From an optimization exercise on the open Yosys and OpenROAD flow, aimed at small area; shortcuts taken in it are not production practice.
In this exercise RTL edits were held to simulation tests only and were not proved equivalent to the original.
No driver is modelled on the clock port, so clock power and skew are understated where the tree is cut down; a real chip needs a root buffer or a tree.
No activity file was given, so power comes from the tool's default toggle rates.

// adc_verilog
module adc_verilog(CLK_IN, RST, SPI_MISO, AD_CONV, SPI_SCK, SPI_SS_B, AMP_CS,
	SF_CE0, FPGA_INIT_B, DAC_CS, SPI_MOSI, AMP_SHDN, DATA);
Size: roughly 140 cells after synthesis, ~1500 sq um of cells after synthesis.
export LEC_CHECK = 0
export CAP_MARGIN = 20
export CORE_MARGIN = 2
export CORE_UTILIZATION = 60
export SLEW_MARGIN = 20
export SYNTH_HIERARCHICAL = 1
create_clock -name core_clock -period 10.0 [get_ports {CLK_IN}]
standard.sh (not shown) runs the stock make flow with config.mk's settings and CLKGATE_MAP_FILE= SYNTH_SCRIPT=/design/flow/synth_recipe.tcl, a recipe that flattens the netlist after the stock synthesis.
==> flow/flow/run.sh <==
#!/bin/bash
# Standard ORFS layout (the standard.sh) with:
#  - the smallest buffer on every port,
#  - combinational cells downsized and tie cells merged after floorplan
#    (flow/downsize.tcl; the design has slack to spare),
#  - CTS's tree replaced by one level of clock buffers (flow/clock.tcl),
#  - tie cells left as synthesis made them.
# ORFS writes each step's full log under orfs/logs; make's output goes to flow.log.
set -euo pipefail
HERE=$(pwd)
export BUFFER_PORTS_ARGS="-buffer_cell sky130_fd_sc_hd__buf_1"
export POST_FLOORPLAN_TCL="$HERE/flow/downsize.tcl"
export POST_CTS_TCL="$HERE/flow/clock.tcl"
export CTS_ARGS="-sink_clustering_enable -repair_clock_nets -dont_use_dummy_load -buf_list sky130_fd_sc_hd__clkbuf_4 -root_buf sky130_fd_sc_hd__clkbuf_4 -sink_clustering_size 40 -sink_clustering_max_diameter 200"
export SKIP_REPAIR_TIE_FANOUT=1
bash standard.sh > "$HERE/flow.log" 2>&1
Other scripts of this flow, unchanged in this note and not shown: flow/flow/clock.tcl, flow/flow/downsize.tcl
Edit:
--- a/flow/config.mk
+++ b/flow/config.mk
@@ -8,4 +8,4 @@
 export CAP_MARGIN = 20
-export CORE_MARGIN = 2
-export CORE_UTILIZATION = 60
+export CORE_AREA = 2 2 46 46
+export DIE_AREA = 0 0 48 48
 export SLEW_MARGIN = 20
Effect: Global-route usage climbs by 5.9 points; total power is lower slightly; sequential cell count stays the same; final area went down slightly; area after synthesis stays the same; sequential share of layout area grows by 0.24 points; register-to-register slack is better by 0.02 ns.
Edit:
--- a/flow/config.mk
+++ b/flow/config.mk
@@ -8,4 +8,4 @@
 export CAP_MARGIN = 20
-export CORE_AREA = 2 2 46 46
-export DIE_AREA = 0 0 48 48
+export CORE_AREA = 2 2 59 59
+export DIE_AREA = 0 0 61 61
 export SLEW_MARGIN = 20
What happened: First-iteration DRC count came out higher to 4.7 times its value. Fmax goes down by 1.8%. Final area increases by 1.7%.
Edit:
--- a/flow/config.mk
+++ b/flow/config.mk
@@ -10,2 +10,3 @@
 export DIE_AREA = 0 0 61 61
+export PLACE_DENSITY = 0.85
 export SLEW_MARGIN = 20
After rerunning: Critical path depth rose by 5. Maximum frequency rises by 0.70%. Worst setup slack is better by 0.023 ns. Cell area does not change. Clock power goes down by about 0.7%. Wire length went up by 0.64%. Total power hardly moves. Via count goes up by 6.1%. Utilization does not change.
No run of this note takes its clock network from TritonCTS; it comes from the design's own scripts or RTL.


adc_verilog, a different RTL version from the one above (not shown whole).
For scale: roughly 130 cells after synthesis, ~38 flip-flops, roughly 26 I/O pins, roughly 0.0014 mm² of cells after synthesis.
Design adc_verilog, start of the top module:
module adc_verilog(CLK_IN, RST, SPI_MISO, AD_CONV, SPI_SCK, SPI_SS_B, AMP_CS,
	SF_CE0, FPGA_INIT_B, DAC_CS, SPI_MOSI, AMP_SHDN, DATA);
	input CLK_IN;
	input RST;
	input SPI_MISO;
	output AD_CONV;
	output SPI_SCK;
	output SPI_SS_B;
	output AMP_CS;
	output SF_CE0;
	output FPGA_INIT_B;
	output DAC_CS;
	output SPI_MOSI;
	output AMP_SHDN;
	output [13:0] DATA;
	wire n5;
	wire n6;
	wire n8;
	wire n10;
	wire n11;
	wire n12;
	wire n13;
	wire n14;
	wire n15;
	wire n16;
	wire n17;
	wire n18;
	wire n19;
	wire n20;
	wire n21;
	wire n22;
	wire n23;
	wire n24;
	wire n25;
	wire n26;
	wire n27;
	wire n28;
	wire n29;
	wire n30;
	wire n31;
	wire n32;
	wire n33;
	wire n34;
	wire n35;
	wire n36;
	wire n37;
	wire n38;
	wire n39;
	wire n40;
	wire n41;
	wire n42;
	wire n43;
	wire n44;
	wire n45;
	wire n46;
	wire n47;
	wire n48;
	wire n49;
	wire n50;
	wire n51;
	wire n52;
	wire n53;
	wire n54;
	wire n55;
	wire n56;
	wire n57;
	wire n58;
	wire n59;
	wire n60;
	wire n61;
	wire n62;
	wire n63;
	wire n64;
	wire n65;
	wire n66;
	wire n67;
	wire n68;
	wire n69;
	wire n70;
	wire n71;
	wire n72;
	wire n73;
	wire n74;
	wire n75;
	wire n76;
	wire n77;
	wire n78;
	wire n79;
	wire n80;
	wire n81;
	wire n82;
	wire n83;
	wire n84;
	wire n85;
	wire n86;
	wire n87;
	wire n88;
	wire n89;
	wire n90;
	wire n91;
	wire n92;
	wire n93;
	wire n94;
	wire n95;
	wire n96;
	wire n97;
	wire n98;
	wire n99;
	wire n100;
	wire n101;
	wire n102;
	wire n103;
	wire n104;
	wire n105;
	wire n106;
	wire n107;
	wire n108;
	wire n109;
	wire n110;
	wire n111;
	wire n112;
	wire n113;
	wire n114;
	wire n115;
	wire n7 = 1'b1;
  ...
==> flow/config.mk <==
export PLATFORM = sky130hd
export DESIGN_NAME = adc_verilog
export DESIGN_NICKNAME = adc_verilog
export VERILOG_FILES = /design/flow/design.v
export SDC_FILE = /design/flow/constraint.sdc
export NUM_CORES = 4
export LEC_CHECK = 0
export CAP_MARGIN = 0
export CORE_AREA = 2 2 59 59
export DIE_AREA = 0 0 61 61
export GPL_TIMING_DRIVEN = 0
export SLEW_MARGIN = 0
export SYNTH_HIERARCHICAL = 1
==> flow/constraint.sdc <==
create_clock -name core_clock -period 10.0 [get_ports {CLK_IN}]
set_input_delay 2.0000 -clock core_clock [delete_from_list [all_inputs] [get_ports {CLK_IN}]]
set_output_delay 2.0000 -clock core_clock [all_outputs]
set_load 0.01 [all_outputs]
==> flow/flow/run.sh <==
#!/bin/bash
# Standard ORFS layout (the standard.sh) with:
#  - the smallest buffer on every port,
#  - synthesis buffers removed, combinational cells downsized and tie cells
#    merged after floorplan
#    (flow/downsize.tcl; the design has slack to spare),
#  - CTS's tree replaced by one level of clock buffers (flow/clock.tcl),
#  - tie cells left as synthesis made them.
# ORFS writes each step's full log under orfs/logs; make's output goes to flow.log.
set -euo pipefail
HERE=$(pwd)
export BUFFER_PORTS_ARGS="-buffer_cell sky130_fd_sc_hd__buf_1"
export POST_FLOORPLAN_TCL="$HERE/flow/downsize.tcl"
export POST_CTS_TCL="$HERE/flow/clock.tcl"
export CTS_ARGS="-sink_clustering_enable -repair_clock_nets -dont_use_dummy_load -buf_list sky130_fd_sc_hd__clkbuf_4 -root_buf sky130_fd_sc_hd__clkbuf_4 -sink_clustering_size 40 -sink_clustering_max_diameter 200"
export SKIP_REPAIR_TIE_FANOUT=1
bash standard.sh > "$HERE/flow.log" 2>&1
Other scripts of this flow, unchanged in this note and not shown: flow/flow/clock.tcl, flow/flow/downsize.tcl
==> next run, changes <==
- CAP_MARGIN: 0 -> 20
- SLEW_MARGIN: 0 -> 20
Result:
- final area grows by about 0.7%
- total power stays flat
- wire length fell by 0.31%
- cell count went up by 0.57%
- global-route usage stays the same
- fmax went down by 0.31%
In every run of this note, the design's own scripts or RTL, not TritonCTS, make the clock network.

-- re-timing with driven ports --
The results above use ideal ports. As a check the final layouts listed here were re-extracted and re-timed, cells and wires unchanged. Step 1: set_driving_cell puts a clkbuf_16 on CLK_IN and a buf_2 on each other input, an assumption about the parent block. Step 2 moves the port delays by t, midway between the first and last clock arrival at a register: inputs arrive t later, outputs are due t later. That takes back most of the time a late clock gives input paths. Three values: no drivers, after step 1, after step 2; two values: the first two.
run	shift t [ns]	slack for setup (ns)	worst setup path after step 2	slew at the worst register clock pin (ns)
the first run of note 1	0.197	6.773 / 6.772 / 6.653	input to register	0.11 / 0.11
the second run of note 1	0.193	6.765 / 6.732 / 6.670	input to register	0.11 / 0.11
the third run of note 1	0.194	6.706 / 6.673 / 6.591	input to register	0.11 / 0.11
the fourth run of note 1	0.192	6.729 / 6.729 / 6.658	input to register	0.11 / 0.11
the first run of note 2	0.194	6.232 / 6.198 / 6.392	register to output	0.11 / 0.11
the second run of note 2	0.194	6.220 / 6.186 / 6.380	register to output	0.11 / 0.11
After both steps setup and hold are still met in every run listed. For the first run of note 1, which loses most, drivers alone change the setup slack by -0.001 ns; drivers and shift together by -0.120 ns.
